This is an optimization exercise on Yosys and OpenROAD, whose aim is small area, not a production implementation.
In this exercise RTL edits were held to simulation tests only and were not proved equivalent to the original.
The clock input has no modelled driver; a real chip could not lean on it and would need a root buffer or a full tree.
Power figures rest on the tool's default switching activity, not on a simulated workload.

==> trial 32: inputs <==
==> flow/design.v (excerpt) <==
module polynom_solver_top
(
	input clk,
	input reset_n,
	input start,
	input [1:0] sw,
	output [3:0] sel,
	output [7:0] sseg
);
reg [8:0] l;
reg [2:0] u;
wire l_z8   = (l[7:0] == 8'd0);
wire l_last = l_z8 & l[8];           
always @(posedge clk or negedge reset_n)
	if (!reset_n) begin
		l <= 9'd0;
		u <= 3'd0;
	end else begin
		l <= {l[7:0], l[8] ^ l[4] ^ l_z8};
		if (l_last) u <= u + 1'b1;
	end
wire tick = l_z8 & ~l[8] & (u == 3'd0);
reg [1:0] sync;
reg db;
reg [1:0] c;
wire e = sync[1] ^ db;
always @(posedge clk or negedge reset_n)
	if (!reset_n) begin
		sync <= 2'b00;
		db <= 1'b0;
		c <= 2'b00;
	end else begin
		sync <= {sync[0], ~start};
		if (!e) c <= 2'b00;
		else if (c == 2'b00 || tick) c <= c + 1'b1;
		if (e && tick && c == 2'b11) db <= ~db;
	end
reg [1:0] p;
reg [3:0] k;
reg [1:0] a;        
reg valid;          
wire idle = (p == 2'b00);
wire done = (p == 2'b11);
wire conv = (p == 2'b10);
wire x3 = (k[1:0] == 2'b11);
always @(posedge clk or negedge reset_n)
	if (!reset_n) begin
		p <= 2'b00;
		k <= 4'd0;
		a <= 2'd0;
		valid <= 1'b0;
	end else begin
		case (p)
			2'b00: if (db) p <= 2'b01;
			2'b01: if (x3) p <= 2'b11;
			2'b11: p <= 2'b10;
			2'b10: if (k == 4'd15) p <= 2'b00;
		endcase
		k[1:0] <= idle ? sw : k[1:0] + 1'b1;
		k[3:2] <= idle ? ~sw : done ? 2'b00 : conv ? k[3:2] + x3 : k[3:2];
		if (done) a <= k[3:2];
		if (done) valid <= 1'b1;
	end
wire [3:0] s = conv ? k : {4{valid}};
reg [3:0] d1, d0;   
always @*
	case ({a, s})
  ...
Settings: LEC_CHECK=0, CAP_MARGIN=20, CORE_MARGIN=2, CORE_UTILIZATION=40, PLACE_DENSITY=0.6, SLEW_MARGIN=20; clock period 10.0 ns.
standard.sh (not shown) runs the stock make flow with config.mk's settings and CLKGATE_MAP_FILE= SYNTH_SCRIPT=/design/flow/synth_recipe.tcl, a recipe that flattens the netlist after the stock synthesis.
==> flow/flow/run.sh <==
#!/bin/bash
# Layout flow: the standard flow with
#  - the combinational logic mapped by an area-oriented ABC script,
#  - minimum-size port buffers,
#  - a clock tree without dummy loads.
set -euo pipefail
F=$PWD/flow
export AREA_ABC_SCRIPT=$F/area.abc
bash standard.sh \
  SYNTH_SCRIPT=$F/synth_area.tcl ADDER_MAP_FILE= \
  "BUFFER_PORTS_ARGS=-buffer_cell sky130_fd_sc_hd__buf_1" \
  "CTS_ARGS=-sink_clustering_enable -sink_clustering_size 30 -sink_clustering_max_diameter 200 -repair_clock_nets -dont_use_dummy_load -buf_list sky130_fd_sc_hd__clkbuf_8" \
  finish > flow.log 2>&1
==> flow/flow/area.abc <==
strash
&get -n
&deepsyn -T 10 -S 1
&put
dch -f
map -a
topo
dnsize
==> flow/flow/synth_area.tcl <==
# The standard synthesis (synth_recipe.tcl), with the combinational logic
# mapped by an area-oriented ABC script. Registers are untouched by abc, so
# they come out exactly as in the standard synthesis.
proc synth {args} { yosys synth -nofsm -noshare {*}$args }
proc abc {args} {
  set i [lsearch -exact $args -script]
  if {$i >= 0} {
    set args [lreplace $args [expr {$i + 1}] [expr {$i + 1}] $::env(AREA_ABC_SCRIPT)]
  }
  yosys abc {*}$args
}
source $::env(SCRIPTS_DIR)/synth.tcl
# left out here: clear keep_hierarchy, flatten, clean up, hide names made inside functions, write 1_2_yosys.v
==> inputs of build 56, as changes to trial 32 <==
==> flow/flow/run.sh (replaced) <==
#!/bin/bash
# Layout flow: the standard flow with
#  - the combinational logic mapped by an area-oriented ABC script (best of
#    several seeds),
#  - minimum-size port buffers,
#  - a clock tree of a single buffer (CTS tree collapsed after CTS).
set -euo pipefail
F=$PWD/flow
export AREA_ABC_SCRIPT=$F/area.abc
export AREA_ABC_SEEDS="1 2 3 4 5 6"
export AREA_ABC_MAPS="dch -f; amap|dch; amap|dch -f; map -a; topo; dnsize"
bash standard.sh \
  SYNTH_SCRIPT=$F/synth_area.tcl ADDER_MAP_FILE= \
  "BUFFER_PORTS_ARGS=-buffer_cell sky130_fd_sc_hd__buf_1" \
  "CTS_ARGS=-sink_clustering_enable -repair_clock_nets -dont_use_dummy_load -buf_list sky130_fd_sc_hd__clkbuf_8" \
  POST_CTS_TCL=$F/clock_one_buffer.tcl \
  finish > flow.log 2>&1
==> flow/flow/area.abc (replaced) <==
strash
&get -n
&deepsyn -J 100 -S @SEED@
&put
@MAP@
==> flow/flow/clock_one_buffer.tcl (new file) <==
# POST_CTS hook: collapse the clock tree that CTS built (a root buffer and
# leaf buffers) into the root buffer alone, sized up to clkbuf_16, driving
# every register clock pin.
# The clock port still drives only the root buffer.
set block [ord::get_db_block]
set port_net [$block findNet clk]
set root ""
foreach it [$port_net getITerms] {
  if {[string match "sky130_fd_sc_hd__clkbuf_*" [[[$it getInst] getMaster] getName]]} {
    set root [$it getInst]
  }
}
if {$root eq ""} { error "no root clock buffer found" }
set root_net [[$root findITerm X] getNet]
set leaves {}
foreach it [$root_net getITerms] {
  set inst [$it getInst]
  if {$inst ne $root && [string match "sky130_fd_sc_hd__clkbuf_*" [[$inst getMaster] getName]]} {
    lappend leaves $inst
  }
}
foreach leaf $leaves {
  set leaf_net [[$leaf findITerm X] getNet]
  foreach it [$leaf_net getITerms] {
    if {[$it getInst] ne $leaf} {
      $it disconnect
      $it connect $root_net
    }
  }
  [$leaf findITerm A] disconnect
  [$leaf findITerm X] disconnect
  odb::dbInst_destroy $leaf
  odb::dbNet_destroy $leaf_net
}
# one strong buffer keeps the register clock-pin slew low
$root swapMaster [[ord::get_db] findMaster sky130_fd_sc_hd__clkbuf_16]
puts "clock_one_buffer: removed [llength $leaves] leaf buffers, root [$root getName] drives [llength [$root_net getITerms]] pins"
detailed_placement
check_placement -verbose
estimate_parasitics -placement
report_clock_min_period
==> flow/flow/synth_area.tcl (replaced) <==
# The standard synthesis (synth_recipe.tcl), with the combinational logic
# mapped by an area-oriented ABC script. abc does not touch the registers, so
# they come out exactly as in the standard synthesis. The ABC script is run
# with several random seeds and technology mappings, and the smallest mapped
# result is kept.
proc synth {args} { yosys synth -nofsm -noshare {*}$args }
proc design_area {liberty} {
  set s [tee -q -s result.string stat -liberty $liberty]
  if {![regexp {Chip area for module '[^']*': ([0-9.]+)} $s -> area]} { error "no area in stat" }
  return $area
}
proc abc {args} {
  set i [lsearch -exact $args -script]
  set l [lsearch -exact $args -liberty]
  set liberty [lindex $args [expr {$l + 1}]]
  set fh [open $::env(AREA_ABC_SCRIPT) r]
  set template [read $fh]
  close $fh
  yosys design -save abc_in
  set best -1
  set n 0
  foreach seed $::env(AREA_ABC_SEEDS) {
  foreach map [split $::env(AREA_ABC_MAPS) "|"] {
    incr n
    yosys design -load abc_in
    set script $::env(RESULTS_DIR)/area_abc_$n.script
    set fh [open $script w]
    puts $fh [string map [list @SEED@ $seed @MAP@ $map] $template]
    close $fh
    yosys abc {*}[lreplace $args [expr {$i + 1}] [expr {$i + 1}] $script]
    set area [design_area $liberty]
    puts "area-oriented abc, seed $seed, mapping '$map': area $area"
    if {$best < 0 || $area < $best} {
      set best $area
      yosys design -save abc_best
    }
  }
  }
  yosys design -load abc_best
  puts "area-oriented abc: kept area $best"
}
source $::env(SCRIPTS_DIR)/synth.tcl
# left out here: clear keep_hierarchy, flatten, clean up, hide names made inside functions, write 1_2_yosys.v
Settings changed: CORE_UTILIZATION 40 to 22, GPL_TIMING_DRIVEN set to 0.
==> summary.md <==
| Metric | Value |
|---|---|
| Placed cell area | `~1200 sq um` |
| H-Tree Depth | `1` |
| Worst-Skew Late Latency | `0.27 ns` |
| R2R cell count | `9` |
| Post-Synth Simple-Gate Area | `0.207` |
| Final core area utilization | `0.468` |
| Worst slack at placement | `approximately 5.3 ns` |
| Met2 usage | `0.219` |
| Slew @ Worst Pin | `just under 0.7 ns` |
| Setup Skew | `0.00951 ns` |
| Status | `finished clean` |
| Metal3 WL | `about 110 microns` |
| Gpl congestion | `0.852` |
| Syn_nets | `140` |
| Die Height | `57.9 microns` |
Source of the figures above: trial 32

==> summary.md <==
| Metric | Value |
|---|---|
| Status | `finished clean` |
| Met2 usage | `0.135` |
| Placed cell area | `between 1000 and 1500 sq um` |
| GR Util met3 | `0.0161` |
| Post-Synth Simple-Gate Area | `0.171` |
| Gpl congestion | `0.929` |
| Worst-Skew Late Latency | `0.16 ns` |
| Sequential power share | `0.679` |
| Syn_nets | `~120` |
| Setup Skew | `between 0.003 and 0.004 ns` |
| Metal3 WL | `96 microns` |
| Switching Fraction | `0.202` |
| Final core area utilization | `0.267` |
| Worst slack at placement | `a little under 6 ns` |
| Slew @ Worst Pin | `0.561 ns` |
Source of the figures above: build 56


* * *

==> branch umber <==
Starting RTL as in the previous note.
Settings: LEC_CHECK=0, CAP_MARGIN=20, CORE_MARGIN=2, CORE_UTILIZATION=40, PLACE_DENSITY=0.6, SLEW_MARGIN=20; clock period 10.0 ns.
==> flow/flow/run.sh <==
#!/bin/bash
# Layout flow: the standard flow with
#  - the combinational logic mapped by an area-oriented ABC script,
#  - minimum-size port buffers,
#  - a clock tree without dummy loads.
set -euo pipefail
F=$PWD/flow
export AREA_ABC_SCRIPT=$F/area.abc
bash standard.sh \
  SYNTH_SCRIPT=$F/synth_area.tcl ADDER_MAP_FILE= \
  "BUFFER_PORTS_ARGS=-buffer_cell sky130_fd_sc_hd__buf_1" \
  "CTS_ARGS=-repair_clock_nets -dont_use_dummy_load -buf_list sky130_fd_sc_hd__clkbuf_8" \
  finish > flow.log 2>&1
==> flow/flow/area.abc <==
strash
&get -n
&deepsyn -T 10 -S 1
&put
dch -f
map -a
topo
dnsize
==> flow/flow/synth_area.tcl <==
# The standard synthesis (synth_recipe.tcl), with the combinational logic
# mapped by an area-oriented ABC script. Registers are untouched by abc, so
# they come out exactly as in the standard synthesis.
proc synth {args} { yosys synth -nofsm -noshare {*}$args }
proc abc {args} {
  set i [lsearch -exact $args -script]
  if {$i >= 0} {
    set args [lreplace $args [expr {$i + 1}] [expr {$i + 1}] $::env(AREA_ABC_SCRIPT)]
  }
  yosys abc {*}$args
}
source $::env(SCRIPTS_DIR)/synth.tcl
# left out here: clear keep_hierarchy, flatten, clean up, hide names made inside functions, write 1_2_yosys.v
==> inputs of branch zinc, as changes to branch umber <==
==> flow/flow/run.sh (replaced) <==
#!/bin/bash
# Layout flow: the standard flow with
#  - the combinational logic mapped by an area-oriented ABC script,
#  - minimum-size port buffers,
#  - a clock tree of a single buffer (CTS tree collapsed after CTS).
set -euo pipefail
F=$PWD/flow
export AREA_ABC_SCRIPT=$F/area.abc
bash standard.sh \
  SYNTH_SCRIPT=$F/synth_area.tcl ADDER_MAP_FILE= \
  "BUFFER_PORTS_ARGS=-buffer_cell sky130_fd_sc_hd__buf_1" \
  "CTS_ARGS=-sink_clustering_enable -repair_clock_nets -dont_use_dummy_load -buf_list sky130_fd_sc_hd__clkbuf_8" \
  POST_CTS_TCL=$F/clock_one_buffer.tcl \
  finish > flow.log 2>&1
==> flow/flow/clock_one_buffer.tcl (new file) <==
# POST_CTS hook: collapse the clock tree that CTS built (a root buffer and
# leaf buffers) into the root buffer alone, sized up to clkbuf_16, driving
# every register clock pin.
# The clock port still drives only the root buffer.
set block [ord::get_db_block]
set port_net [$block findNet clk]
set root ""
foreach it [$port_net getITerms] {
  if {[string match "sky130_fd_sc_hd__clkbuf_*" [[[$it getInst] getMaster] getName]]} {
    set root [$it getInst]
  }
}
if {$root eq ""} { error "no root clock buffer found" }
set root_net [[$root findITerm X] getNet]
set leaves {}
foreach it [$root_net getITerms] {
  set inst [$it getInst]
  if {$inst ne $root && [string match "sky130_fd_sc_hd__clkbuf_*" [[$inst getMaster] getName]]} {
    lappend leaves $inst
  }
}
foreach leaf $leaves {
  set leaf_net [[$leaf findITerm X] getNet]
  foreach it [$leaf_net getITerms] {
    if {[$it getInst] ne $leaf} {
      $it disconnect
      $it connect $root_net
    }
  }
  [$leaf findITerm A] disconnect
  [$leaf findITerm X] disconnect
  odb::dbInst_destroy $leaf
  odb::dbNet_destroy $leaf_net
}
# one strong buffer keeps the register clock-pin slew low
$root swapMaster [[ord::get_db] findMaster sky130_fd_sc_hd__clkbuf_16]
puts "clock_one_buffer: removed [llength $leaves] leaf buffers, root [$root getName] drives [llength [$root_net getITerms]] pins"
detailed_placement
check_placement -verbose
estimate_parasitics -placement
report_clock_min_period
--- a/flow/config.mk
+++ b/flow/config.mk
@@ -7,6 +7,6 @@
 export LEC_CHECK = 0
 export CAP_MARGIN = 20
 export CORE_MARGIN = 2
-export CORE_UTILIZATION = 40
+export CORE_UTILIZATION = 22
 export PLACE_DENSITY = 0.6
 export SLEW_MARGIN = 20
==> notes <==
Of branch umber and branch zinc, branch zinc has the higher die area (gap 43%, measured against branch zinc). In branch umber the final cell count is lower than in branch zinc, by 17%. Between branch zinc and branch umber, the lower maximum frequency is in branch umber (gap 2.4%, measured against branch umber). Global-route usage: branch zinc is lower than branch umber (5.7 points). Design area: branch umber is lower than branch zinc (about 2.5%). Non-clock buffer count is the same in branch umber and branch zinc. Critical path depth is the same in branch umber and branch zinc.
==> figures <==
                                                           branch zinc  branch umber
Outcome                                       timing/DRC/antenna clean  timing/DRC/antenna clean
Layout-to-synthesis area ratio                                  1.139x        1.111x
Routed vias                                                        900           918
Fmax                                                           202 MHz       197 MHz
Static Leakage                                             0.000526 uW   0.000535 uW
Worst setup path end                                           sseg[4]       sseg[1]
Final weighted congestion in routability-driven placement        0.872         0.852
Met3 demand-to-capacity share in global routing                 0.0165        0.0290
Seq pwr share                                                    0.683         0.634
Max rail drop VDD                                            0.0629 mV     0.0799 mV
Reported clock group power                                     44.3 uW       56.2 uW
Combinational cell power                                       5.72 uW       5.75 uW
Post-layout nets                                                   157           159
Sw frac                                                          0.197         0.203
Worst setup margin                                             5.05 ns       4.93 ns
Post-Place Setup Slack                                         5.24 ns       5.26 ns

* * *

==> inputs of amber <==
==> flow/design.v <==
module polynom_solver_top
(
	input clk,
	input reset_n,
	input start,
	input [1:0] sw,
	output [3:0] sel,
	output [7:0] sseg
);
reg [8:0] l;
reg [2:0] u;
wire l_z8   = (l[7:0] == 8'd0);
wire l_last = l_z8 & l[8];           
always @(posedge clk or negedge reset_n)
	if (!reset_n) begin
		l <= 9'd0;
		u <= 3'd0;
	end else begin
		l <= {l[7:0], l[8] ^ l[4] ^ l_z8};
		if (l_last) u <= u + 1'b1;
	end
wire tick = l_z8 & ~l[8] & (u == 3'd0);
reg [1:0] sync;
reg db;
reg [1:0] c;
wire e = sync[1] ^ db;
always @(posedge clk or negedge reset_n)
	if (!reset_n) begin
		sync <= 2'b00;
		db <= 1'b0;
		c <= 2'b00;
	end else begin
		sync <= {sync[0], ~start};
		if (!e) c <= 2'b00;
		else if (c == 2'b00 || tick) c <= c + 1'b1;
		if (e && tick && c == 2'b11) db <= ~db;
	end
reg [1:0] p;
reg [3:0] k;
reg [1:0] a;        
reg valid;          
wire idle = (p == 2'b00);
wire done = (p == 2'b11);
wire conv = (p == 2'b10);
wire x3 = (k[1:0] == 2'b11);
always @(posedge clk or negedge reset_n)
	if (!reset_n) begin
		p <= 2'b00;
		k <= 4'd0;
		a <= 2'd0;
		valid <= 1'b0;
	end else begin
		case (p)
			2'b00: if (db) p <= 2'b01;
			2'b01: if (x3) p <= 2'b11;
			2'b11: p <= 2'b10;
			2'b10: if (k == 4'd15) p <= 2'b00;
		endcase
		k[1:0] <= idle ? sw : k[1:0] + 1'b1;
		k[3:2] <= idle ? ~sw : done ? 2'b00 : conv ? k[3:2] + x3 : k[3:2];
		if (done) a <= k[3:2];
		if (done) valid <= 1'b1;
	end
wire [3:0] s = conv ? k : {4{valid}};
reg [3:0] d1, d0;   
always @*
	case ({a, s})
		6'd15: begin d1 = 4'd0; d0 = 4'd1; end    
		6'd29: begin d1 = 4'd0; d0 = 4'd1; end    
		6'd30: begin d1 = 4'd0; d0 = 4'd3; end
		6'd31: begin d1 = 4'd0; d0 = 4'd6; end
		6'd43: begin d1 = 4'd0; d0 = 4'd1; end    
		6'd44: begin d1 = 4'd0; d0 = 4'd2; end
		6'd45: begin d1 = 4'd0; d0 = 4'd5; end
		6'd46: begin d1 = 4'd1; d0 = 4'd0; end
		6'd47: begin d1 = 4'd2; d0 = 4'd1; end
		6'd58: begin d1 = 4'd0; d0 = 4'd1; end    
		6'd59: begin d1 = 4'd0; d0 = 4'd3; end
		6'd60: begin d1 = 4'd0; d0 = 4'd6; end
		6'd61: begin d1 = 4'd1; d0 = 4'd3; end
		6'd62: begin d1 = 4'd2; d0 = 4'd6; end
		6'd63: begin d1 = 4'd5; d0 = 4'd2; end
		default: begin d1 = 4'd0; d0 = 4'd0; end
	endcase
wire [1:0] dsel = {u[1], u[0]};    
wire [3:0] digit = dsel[1] ? 4'd0 : (dsel[0] ? d1 : d0);
reg [6:0] seg;
always @*
	case (digit)
		4'd0: seg = 7'b0000001;
		4'd1: seg = 7'b1001111;
		4'd2: seg = 7'b0010010;
		4'd3: seg = 7'b0000110;
		4'd5: seg = 7'b0100100;
		default: seg = 7'b0100000;    
	endcase
assign sel = ~(4'b0001 << dsel);
assign sseg = {1'b1, seg};    
endmodule
==> flow/flow/run.sh <==
#!/bin/bash
# Layout flow: the standard flow with
#  - the combinational logic mapped by an area-oriented ABC script (best of
#    several seeds),
#  - minimum-size port buffers,
#  - a clock tree of a single buffer (CTS tree collapsed after CTS).
set -euo pipefail
F=$PWD/flow
export AREA_ABC_SCRIPT=$F/area.abc
export AREA_ABC_SEEDS="1 2 3 4 5 6"
bash standard.sh \
  SYNTH_SCRIPT=$F/synth_area.tcl ADDER_MAP_FILE= \
  "BUFFER_PORTS_ARGS=-buffer_cell sky130_fd_sc_hd__buf_1" \
  "CTS_ARGS=-sink_clustering_enable -repair_clock_nets -dont_use_dummy_load -buf_list sky130_fd_sc_hd__clkbuf_8" \
  POST_CTS_TCL=$F/clock_one_buffer.tcl \
  finish > flow.log 2>&1
==> flow/flow/area.abc <==
strash
&get -n
&deepsyn -J 100 -S @SEED@
&put
dch -f
map -a
topo
dnsize
==> flow/flow/clock_one_buffer.tcl <==
# POST_CTS hook: collapse the clock tree that CTS built (a root buffer and
# leaf buffers) into the root buffer alone, sized up to clkbuf_16, driving
# every register clock pin.
# The clock port still drives only the root buffer.
set block [ord::get_db_block]
set port_net [$block findNet clk]
set root ""
foreach it [$port_net getITerms] {
  if {[string match "sky130_fd_sc_hd__clkbuf_*" [[[$it getInst] getMaster] getName]]} {
    set root [$it getInst]
  }
}
if {$root eq ""} { error "no root clock buffer found" }
set root_net [[$root findITerm X] getNet]
set leaves {}
foreach it [$root_net getITerms] {
  set inst [$it getInst]
  if {$inst ne $root && [string match "sky130_fd_sc_hd__clkbuf_*" [[$inst getMaster] getName]]} {
    lappend leaves $inst
  }
}
foreach leaf $leaves {
  set leaf_net [[$leaf findITerm X] getNet]
  foreach it [$leaf_net getITerms] {
    if {[$it getInst] ne $leaf} {
      $it disconnect
      $it connect $root_net
    }
  }
  [$leaf findITerm A] disconnect
  [$leaf findITerm X] disconnect
  odb::dbInst_destroy $leaf
  odb::dbNet_destroy $leaf_net
}
# one strong buffer keeps the register clock-pin slew low
$root swapMaster [[ord::get_db] findMaster sky130_fd_sc_hd__clkbuf_16]
puts "clock_one_buffer: removed [llength $leaves] leaf buffers, root [$root getName] drives [llength [$root_net getITerms]] pins"
detailed_placement
check_placement -verbose
estimate_parasitics -placement
report_clock_min_period
==> flow/flow/synth_area.tcl <==
# The standard synthesis (synth_recipe.tcl), with the combinational logic
# mapped by an area-oriented ABC script. abc does not touch the registers, so
# they come out exactly as in the standard synthesis. The ABC script is run
# with several random seeds and the smallest mapped result is kept.
proc synth {args} { yosys synth -nofsm -noshare {*}$args }
proc design_area {liberty} {
  set s [tee -q -s result.string stat -liberty $liberty]
  if {![regexp {Chip area for module '[^']*': ([0-9.]+)} $s -> area]} { error "no area in stat" }
  return $area
}
proc abc {args} {
  set i [lsearch -exact $args -script]
  set l [lsearch -exact $args -liberty]
  set liberty [lindex $args [expr {$l + 1}]]
  set fh [open $::env(AREA_ABC_SCRIPT) r]
  set template [read $fh]
  close $fh
  yosys design -save abc_in
  set best -1
  foreach seed $::env(AREA_ABC_SEEDS) {
    yosys design -load abc_in
    set script $::env(RESULTS_DIR)/area_abc_$seed.script
    set fh [open $script w]
    puts $fh [string map [list @SEED@ $seed] $template]
    close $fh
    yosys abc {*}[lreplace $args [expr {$i + 1}] [expr {$i + 1}] $script]
    set area [design_area $liberty]
    puts "area-oriented abc, seed $seed: area $area"
    if {$best < 0 || $area < $best} {
      set best $area
      yosys design -save abc_best
    }
  }
  yosys design -load abc_best
  puts "area-oriented abc: kept area $best"
}
source $::env(SCRIPTS_DIR)/synth.tcl
# left out here: clear keep_hierarchy, flatten, clean up, hide names made inside functions, write 1_2_yosys.v
==> flow/standard.sh <==
#!/bin/bash
# synth_recipe.tcl (not shown) runs the flow's synth.tcl, then flattens the netlist and writes it again
# the make line also repeats each setting of config.mk as NAME=value (left out here)
make -C /OpenROAD-flow-scripts/flow DESIGN_CONFIG=/design/flow/config.mk WORK_HOME=/design/flow/orfs CLKGATE_MAP_FILE= SYNTH_SCRIPT=/design/flow/synth_recipe.tcl "${@:-finish}"
==> flow/config.mk <==
export PLATFORM = sky130hd
export DESIGN_NAME = polynom_solver_top
export DESIGN_NICKNAME = polynom_solver_top
export VERILOG_FILES = /design/flow/design.v
export SDC_FILE = /design/flow/constraint.sdc
export NUM_CORES = 4
export LEC_CHECK = 0
export CAP_MARGIN = 20
export CORE_MARGIN = 2
export CORE_UTILIZATION = 22
export PLACE_DENSITY = 0.6
export SLEW_MARGIN = 20
==> flow/constraint.sdc <==
create_clock -name core_clock -period 10.0 [get_ports {clk}]
set_input_delay 2.0000 -clock core_clock [delete_from_list [all_inputs] [get_ports {clk}]]
set_output_delay 2.0000 -clock core_clock [all_outputs]
set_load 0.01 [all_outputs]
==> inputs of violet, as changes to amber <==
--- a/flow/flow/run.sh
+++ b/flow/flow/run.sh
@@ -1,6 +1,5 @@
 #!/bin/bash
 # Layout flow: the standard flow with
-#  - the combinational logic mapped by an area-oriented ABC script (best of
-#    several seeds),
+#  - the combinational logic mapped by an area-oriented ABC script,
 #  - minimum-size port buffers,
 #  - a clock tree of a single buffer (CTS tree collapsed after CTS).
@@ -8,5 +7,4 @@
 F=$PWD/flow
 export AREA_ABC_SCRIPT=$F/area.abc
-export AREA_ABC_SEEDS="1 2 3 4 5 6"
 bash standard.sh \
   SYNTH_SCRIPT=$F/synth_area.tcl ADDER_MAP_FILE= \
==> flow/flow/area.abc (replaced) <==
strash
&get -n
&deepsyn -T 10 -S 1
&put
dch -f
map -a
topo
dnsize
--- a/flow/flow/clock_one_buffer.tcl
+++ b/flow/flow/clock_one_buffer.tcl
@@ -1,5 +1,4 @@
 # POST_CTS hook: collapse the clock tree that CTS built (a root buffer and
-# leaf buffers) into the root buffer alone, sized up to clkbuf_16, driving
-# every register clock pin.
+# leaf buffers) into the root buffer alone, driving every register clock pin.
 # The clock port still drives only the root buffer.
 set block [ord::get_db_block]
@@ -7,5 +6,5 @@
 set root ""
 foreach it [$port_net getITerms] {
-  if {[string match "sky130_fd_sc_hd__clkbuf_*" [[[$it getInst] getMaster] getName]]} {
+  if {[string match "sky130_fd_sc_hd__clkbuf_*" [[$it getInst] getMaster] getName]]} {
     set root [$it getInst]
   }
@@ -33,6 +32,4 @@
   odb::dbNet_destroy $leaf_net
 }
-# one strong buffer keeps the register clock-pin slew low
-$root swapMaster [[ord::get_db] findMaster sky130_fd_sc_hd__clkbuf_16]
 puts "clock_one_buffer: removed [llength $leaves] leaf buffers, root [$root getName] drives [llength [$root_net getITerms]] pins"
 detailed_placement
==> flow/flow/synth_area.tcl (replaced) <==
# The standard synthesis (synth_recipe.tcl), with the combinational logic
# mapped by an area-oriented ABC script. Registers are untouched by abc, so
# they come out exactly as in the standard synthesis.
proc synth {args} { yosys synth -nofsm -noshare {*}$args }
proc abc {args} {
  set i [lsearch -exact $args -script]
  if {$i >= 0} {
    set args [lreplace $args [expr {$i + 1}] [expr {$i + 1}] $::env(AREA_ABC_SCRIPT)]
  }
  yosys abc {*}$args
}
source $::env(SCRIPTS_DIR)/synth.tcl
# left out here: clear keep_hierarchy, flatten, clean up, hide names made inside functions, write 1_2_yosys.v
CORE_UTILIZATION = 40   (was 22)
==> inputs of maple, as changes to amber <==
==> flow/run.sh (new file) <==
#!/bin/bash
# synth_recipe.tcl (not shown) runs the flow's synth.tcl, then flattens the netlist and writes it again
# the make line also repeats each setting of config.mk as NAME=value (left out here)
make -C /OpenROAD-flow-scripts/flow DESIGN_CONFIG=/design/flow/config.mk WORK_HOME=/design/flow/orfs CLKGATE_MAP_FILE= SYNTH_SCRIPT=/design/flow/synth_recipe.tcl finish
CORE_UTILIZATION = 40   (was 22)
removed: flow/flow/run.sh
removed: flow/flow/area.abc
removed: flow/flow/clock_one_buffer.tcl
removed: flow/flow/synth_area.tcl
removed: flow/standard.sh
==> inputs of ember, as changes to amber <==
--- a/flow/flow/run.sh
+++ b/flow/flow/run.sh
@@ -9,4 +9,5 @@
 export AREA_ABC_SCRIPT=$F/area.abc
 export AREA_ABC_SEEDS="1 2 3 4 5 6"
+export AREA_ABC_MAPS="dch -f; amap|dch; amap|dch -f; map -a; topo; dnsize"
 bash standard.sh \
   SYNTH_SCRIPT=$F/synth_area.tcl ADDER_MAP_FILE= \
==> flow/flow/area.abc (replaced) <==
strash
&get -n
&deepsyn -J 100 -S @SEED@
&put
@MAP@
--- a/flow/flow/synth_area.tcl
+++ b/flow/flow/synth_area.tcl
@@ -2,5 +2,6 @@
 # mapped by an area-oriented ABC script. abc does not touch the registers, so
 # they come out exactly as in the standard synthesis. The ABC script is run
-# with several random seeds and the smallest mapped result is kept.
+# with several random seeds and technology mappings, and the smallest mapped
+# result is kept.
 proc synth {args} { yosys synth -nofsm -noshare {*}$args }
 proc design_area {liberty} {
@@ -18,17 +19,21 @@
   yosys design -save abc_in
   set best -1
+  set n 0
   foreach seed $::env(AREA_ABC_SEEDS) {
+  foreach map [split $::env(AREA_ABC_MAPS) "|"] {
+    incr n
     yosys design -load abc_in
-    set script $::env(RESULTS_DIR)/area_abc_$seed.script
+    set script $::env(RESULTS_DIR)/area_abc_$n.script
     set fh [open $script w]
-    puts $fh [string map [list @SEED@ $seed] $template]
+    puts $fh [string map [list @SEED@ $seed @MAP@ $map] $template]
     close $fh
     yosys abc {*}[lreplace $args [expr {$i + 1}] [expr {$i + 1}] $script]
     set area [design_area $liberty]
-    puts "area-oriented abc, seed $seed: area $area"
+    puts "area-oriented abc, seed $seed, mapping '$map': area $area"
     if {$best < 0 || $area < $best} {
       set best $area
       yosys design -save abc_best
     }
+  }
   }
   yosys design -load abc_best
==> out/metrics.cfg <==
[outcome]
status = finished clean

[finish]
fin_util = 0.257
seq_share = 0.502

[timing]
slew_viol_final = 0

[min_path]
min_delay_worst_endpoint = sync[1]$_DFF_PN0_

[synth]
synth.avg_cell_area_um2 = 8.93

[placement]
gpl.final_weighted_congestion = 0.926

the above is filed under amber

==> out/metrics.cfg <==
[outcome]
status = finished clean

[synth]
synth.avg_cell_area_um2 = 10.2
cell_area_after_synthesis_um2 = 1660

[placement]
gpl.final_weighted_congestion = 0.948

[min_path]
hp-start = sync[0]$_DFF_PN0_
min_delay_worst_endpoint = sync[1]$_DFF_PN0_

[finish]
seq_share = 0.351
layout.sequential_cells = 26

[grt]
antenna_found_initial = 0

[power_and_ir_drop]
power.clock.total_mw = 0.0853

[timing]
slew_viol_final = 0

the above is filed under maple

==> out/metrics.cfg <==
[placement]
gpl.final_weighted_congestion = 0.824

[timing]
slew_viol_final = 0

[finish]
seq_share = 0.512
fin_util = 0.265

[min_path]
min_delay_worst_endpoint = sync[1]$_DFF_PN0_

[synth]
synth.avg_cell_area_um2 = 9.35

[outcome]
status = finished clean

the above is filed under ember

==> out/metrics.cfg <==
[outcome]
status = aborted with a tool error
lastStage = clock tree synthesis
first-error = Error: cts.tcl, 90 invalid character "]"

[synth]
synth_flop_type = sky130_fd_sc_hd__dfrtp_1
synth.distinct_cells = 21
synth.avg_cell_area_um2 = 8.61
synthesis.instances = 135

[placement]
gpl.final_weighted_congestion = 0.852
dpl.cell_count = 180
dp_worst_setup_slack_ps = 5260

[floorplan]
floorplan.initialDensity = 0.422

the above is filed under violet

## port drivers added, routing unchanged
No port has a modelled driver above. Below, the same layouts with a new extraction and two added sets of constraints. Step 1: set_driving_cell puts a clkbuf_16 on clk and a buf_2 on each other input, an assumption about the parent block. Step 2, shift: input delay + t, output delay - t, t = (earliest + latest rising clock arrival at the registers) / 2. This alone moves slack from input paths to output paths. a / b / c = no drivers / after step 1 / after step 2; a / b = the first two.
run | t (ns) | setup WS [ns] | worst setup path after step 2 | clock arrival spread, ns | worst data-port slew with drivers (ns)
trial 32 | 0.285 | 4.930 / 4.908 / 5.193 | register to output | 0.009 / 0.010 | 0.03
build 56 | 0.188 | 5.703 / 5.675 / 5.862 | register to output | 0.003 / 0.003 | 0.03
branch umber | 0.285 | 4.930 / 4.908 / 5.193 | register to output | 0.009 / 0.010 | 0.03
branch zinc | 0.190 | 5.051 / 5.019 / 5.209 | register to output | 0.005 / 0.005 | 0.03
amber | 0.183 | 5.834 / 5.805 / 5.988 | register to output | 0.004 / 0.003 | 0.03
maple | 0.284 | 4.646 / 4.623 / 4.907 | register to output | 0.004 / 0.004 | 0.03
ember | 0.189 | 5.778 / 5.749 / 5.938 | register to output | 0.004 / 0.005 | 0.03
After both steps setup and hold are still met in every run listed.
